What follows belongs to an exercise in optimizing a design on an open flow for small area, a short achievable clock period and few clock cycles; a production flow would make more cautious choices. Only simulation tests tie the RTL to the original design; equivalence was not proved.

## v6
==> flow/design.v <==
`timescale 1ns / 1ps
module divisor_clk #(parameter WIDTH = 24,
                 parameter WIDTHZ = (WIDTH*2))
(
    input logic clk,
    input logic arst,
    input logic start,
    input logic [WIDTH-1:0] a,
    input logic [WIDTH-1:0] b,
    output logic done,
    output logic div_by_zero,
    output logic [WIDTH-1:0] q,
    output logic [WIDTH-1:0] f,
    output logic [WIDTHZ-1:0] z
);
    localparam K = 7;
    logic             busy;
    logic [2:0]       cnt;         
    logic [WIDTH-1:0] rem;         
    logic [WIDTH-1:0] div;         
    logic [WIDTHZ-1:0] qd;         
    logic             dz;          
    assign dz = (div == '0);
    logic [WIDTH-1:0]  rem_init;
    logic [WIDTHZ-1:0] qd_init;
    logic [2:0]       cnt_init;
    always_comb begin
        rem_init = '0;
        qd_init  = {1'b0, a, 23'b0};
        cnt_init = 3'd6;
        if ((|b[23:13])) begin
            rem_init = {13'b0, a[23:11]};
            qd_init  = {a[10:0], 37'b0};
            cnt_init = 3'd4;
        end
        if ((|b[23:20])) begin
            rem_init = {20'b0, a[23:4]};
            qd_init  = {a[3:0], 44'b0};
            cnt_init = 3'd3;
        end
    end
    logic [WIDTH-1:0]  r_s [0:K];
    logic [WIDTHZ-1:0] q_s [0:K];
    assign r_s[0] = rem;
    assign q_s[0] = qd;
    for (genvar i = 0; i < K; i++) begin : g_step
        logic [WIDTH:0] x, y, t;
        logic qb;
        assign x = {r_s[i], q_s[i][WIDTHZ-1]};
        assign y = {1'b0, div};
        logic [WIDTH+1:0] g, p;
        logic [WIDTH+2:0] bw;
        assign g = {1'b0, ~x & y};
        assign p = {1'b0, ~(x ^ y)};
        assign bw[0] = 1'b0;
        for (genvar j = 0; j <= WIDTH; j = j + 2) begin : g_grp
            logic gg, pp;
            assign gg = g[j+1] | (p[j+1] & g[j]);
            assign pp = p[j+1] & p[j];
            assign bw[j+1] = g[j] | (p[j] & bw[j]);
            assign bw[j+2] = gg | (pp & bw[j]);
        end
        assign t = x ^ y ^ bw[WIDTH:0];
        assign qb = ~t[WIDTH];
        assign r_s[i+1] = qb ? t[WIDTH-1:0] : x[WIDTH-1:0];
        assign q_s[i+1] = {q_s[i][WIDTHZ-2:0], qb};
    end
    always_ff @(posedge clk or posedge arst) begin
        if (arst) begin
            busy <= 1'b0;
            done <= 1'b0;
            cnt <= '0;
            div_by_zero <= 1'b0;
        end else begin
            done <= 1'b0;
            if (busy) begin
                div_by_zero <= dz;
                if (cnt == 0 || dz) begin
                    busy <= 1'b0;
                    done <= 1'b1;
                end
                cnt <= cnt - 1'b1;
            end else if (start) begin
                busy <= 1'b1;
                cnt <= cnt_init;
            end
        end
    end
    always_ff @(posedge clk) begin
        div <= b;
        if (busy) begin
            rem <= r_s[K];
            qd  <= dz ? '0 : q_s[K];
        end else begin
            rem <= rem_init;
            qd  <= qd_init;
        end
    end
    assign q = qd[WIDTHZ-1:WIDTH];
    assign f = qd[WIDTH-1:0];
    assign z = qd;
endmodule
clock: 110.0 ns
lec_check: 0
abc_area: 1
cap_margin: 20
core_margin: 2
core_utilization: 60
cts_buf_list: sky130_fd_sc_hd__clkbuf_8
place_density: 0.75
slew_margin: 20
standard.sh (not shown) runs the stock make flow with config.mk's settings and CLKGATE_MAP_FILE= SYNTH_SCRIPT=/design/flow/synth_recipe.tcl, a recipe that flattens the netlist after the stock synthesis.
==> flow/flow/run.sh <==
#!/bin/bash
set -euo pipefail
export BUFFER_PORTS_ARGS="-buffer_cell sky130_fd_sc_hd__buf_1"
bash standard.sh > standard.log 2>&1
Testbench counts of v6, summed over its fixed seeds: cycles 16,768.
Edits applied to the flow inputs when going from v6 to v49:
Settings: swapping 60 for 40 in CORE_UTILIZATION; swapping 0.75 for 0.6 in PLACE_DENSITY; clearing CTS_BUF_LIST, which used to be sky130_fd_sc_hd__clkbuf_8.
Side by side, maximum single-stage delay on the critical path turned out lower in v49 than in v6. | post-detailed-route wirelength per cell | lower: v49 |. | fraction of met1 tracks used by global routing | v49 vs v6 | 11 points lower |. The startpoint of the worst setup timing path comes out b[19] in one run and div[1] in the other, namely in v49 and v6 respectively. Number of signal-net buffers in the layout was higher in v6 than in v49. The critical path endpoint comes out rem[9] in one run and rem[7] in the other, namely in v6 and v49 respectively. Per the comparison of v49 with v6, met2 wire length now sits higher; vias per cell now sits lower; starting utilization of the core area now sits lower. Compared with v6, v49 ends up with more cell area.
diff inputs: v49 => v21
==> flow/run.sh (new file) <==
#!/bin/bash
# synth_recipe.tcl (not shown) runs the flow's synth.tcl, then flattens the netlist and writes it again
# the make line also repeats each setting of config.mk as NAME=value (left out here)
make -C /OpenROAD-flow-scripts/flow DESIGN_CONFIG=/design/flow/config.mk WORK_HOME=/design/flow/orfs CLKGATE_MAP_FILE= SYNTH_SCRIPT=/design/flow/synth_recipe.tcl finish
removed: flow/flow/run.sh
removed: flow/standard.sh
==> results.txt <==
Sequential share of cell area: v21 lower than v49. v21 vs v49 — count of non-CTS buffers in the layout climbed slightly. Number of iterations in the first detailed-routing pass: v21 lower than v49. Across both runs, routed length on met1 was higher for v21 than for v49. Compared with v49, in v21 total DRC errors in the routed layout comparable; first-iteration DRC count moved down; total length of routed wires higher. In terms of sequential area share after synthesis, v21 and v49 differ only marginally.
The inputs of v8 differ from those of v21 as listed below.
Settings: ABC_AREA now 0, was 1.
==> flow/flow/run.sh (new file) <==
#!/bin/bash
set -euo pipefail
export BUFFER_PORTS_ARGS="-buffer_cell sky130_fd_sc_hd__buf_1"
bash standard.sh > standard.log 2>&1
==> flow/standard.sh (new file) <==
#!/bin/bash
# synth_recipe.tcl (not shown) runs the flow's synth.tcl, then flattens the netlist and writes it again
# the make line also repeats each setting of config.mk as NAME=value (left out here)
make -C /OpenROAD-flow-scripts/flow DESIGN_CONFIG=/design/flow/config.mk WORK_HOME=/design/flow/orfs CLKGATE_MAP_FILE= SYNTH_SCRIPT=/design/flow/synth_recipe.tcl "${@:-finish}"
removed: flow/run.sh
==> results.txt <==
v8 vs v21 on worst hold slack: v8 is the higher one.
Density: v8 sparser than v21
v8 vs v21: number of tap cells inserted up in v8
Looking at design area across both flows, v8 is the stronger of the two, with v21 trailing.
Diff v21 -> v8: final worst slack down 200 ps; total number of vias up about 2.3%.
Input changes introduced in v57 (baseline for comparison: v8):
Settings: putting CTS_BUF_LIST at sky130_fd_sc_hd__clkbuf_8 where nothing was set; swapping 0 for 1 in ABC_AREA.
Results
Compared to v8, v57 has share of the core filled with cells 0.94 points lower.
Area after synthesis down about 3% in v57 wrt v8
Diff v8 -> v57: data required time at the worst endpoint held steady, clock-pin slew reported for the worst setup and hold paths after clock tree synthesis grew by 20 ps, relative area change from synthesis to final layout shrank by 2.5 points, highest attainable clock frequency grew by 0.95 MHz.

========
== rev 12 ==
// divisor_clk: RTL as listed in full above, without the edits since
export LEC_CHECK = 0
export ABC_AREA = 1
export CAP_MARGIN = 20
export CORE_MARGIN = 2
export CORE_UTILIZATION = 40
export CTS_CLUSTER_DIAMETER = 200
export CTS_CLUSTER_SIZE = 40
export PLACE_DENSITY = 0.6
export SLEW_MARGIN = 20
create_clock -name core_clock -period 110.0 [get_ports {clk}]
==> flow/flow/run.sh <==
#!/bin/bash
set -euo pipefail
export BUFFER_PORTS_ARGS="-buffer_cell sky130_fd_sc_hd__buf_1"
bash standard.sh > standard.log 2>&1
Testbench counts of rev 12, summed over its fixed seeds: cycles 16,768.
Setup changes, rev 12 to rev 13
- swapping 0.6 for 0.85 in PLACE_DENSITY
- clearing CTS_CLUSTER_SIZE, which used to be 40
- putting CTS_BUF_LIST at sky130_fd_sc_hd__clkbuf_8 where nothing was set
- clearing CTS_CLUSTER_DIAMETER, which used to be 200
- swapping 40 for 75 in CORE_UTILIZATION
==> results.txt <==
- Detailed-routed wire length on met2 ends up lower on rev 13.
- Rev 12 ended up with more cell instances than rev 13 did.
- Instance area after placement on rev 13 is down relative to rev 12.
- In the flow results for rev 12 and rev 13, the fraction of area in multi-input gates is larger on rev 13.
- In rev 13, the die height came out 26% below the value in rev 12.
- Diff rev 12 and rev 13: least setup slack across all paths after layout higher in rev 12
- [compare] base=rev 12 new=rev 13: relative area change from synthesis to final layout went down 2.5 points.

## what the ideal ports hide
Ports are ideal in the flow. The routed layouts listed here were re-timed in OpenROAD.
Step 1 assumes that a clkbuf_16 drives the clock port and a buf_2 every other input.
Step 2 also shifts input and output timing later by t, the mid clock arrival at the registers, as if the neighbouring blocks saw the same clock.
Slacks: ideal ports / drivers / drivers and shift; pairs: ideal ports / drivers.
run	t (ns)	slack for setup (ns)	clock arrival spread, ns	worst data-port slew with drivers (ns)	pins driven straight from the clock port
v6	0.419	85.936 / 85.936 / 85.936	0.010 / 0.010	0.04	1
v49	0.412	86.422 / 86.451 / 86.039	0.012 / 0.012	0.04	1
v21	0.423	86.099 / 86.128 / 85.705	0.014 / 0.013	0.05	1
v8	0.417	85.895 / 85.920 / 85.503	0.013 / 0.013	0.06	1
v57	0.440	86.437 / 86.463 / 86.023	0.014 / 0.014	0.04	1
rev 12	0.412	86.422 / 86.451 / 86.039	0.012 / 0.012	0.04	1
rev 13	0.419	85.835 / 85.835 / 85.835	0.017 / 0.017	0.05	1
After both steps every run listed still meets setup and hold. For v57, which loses most, drivers alone change the setup slack by +0.026 ns; drivers and shift together by -0.414 ns.
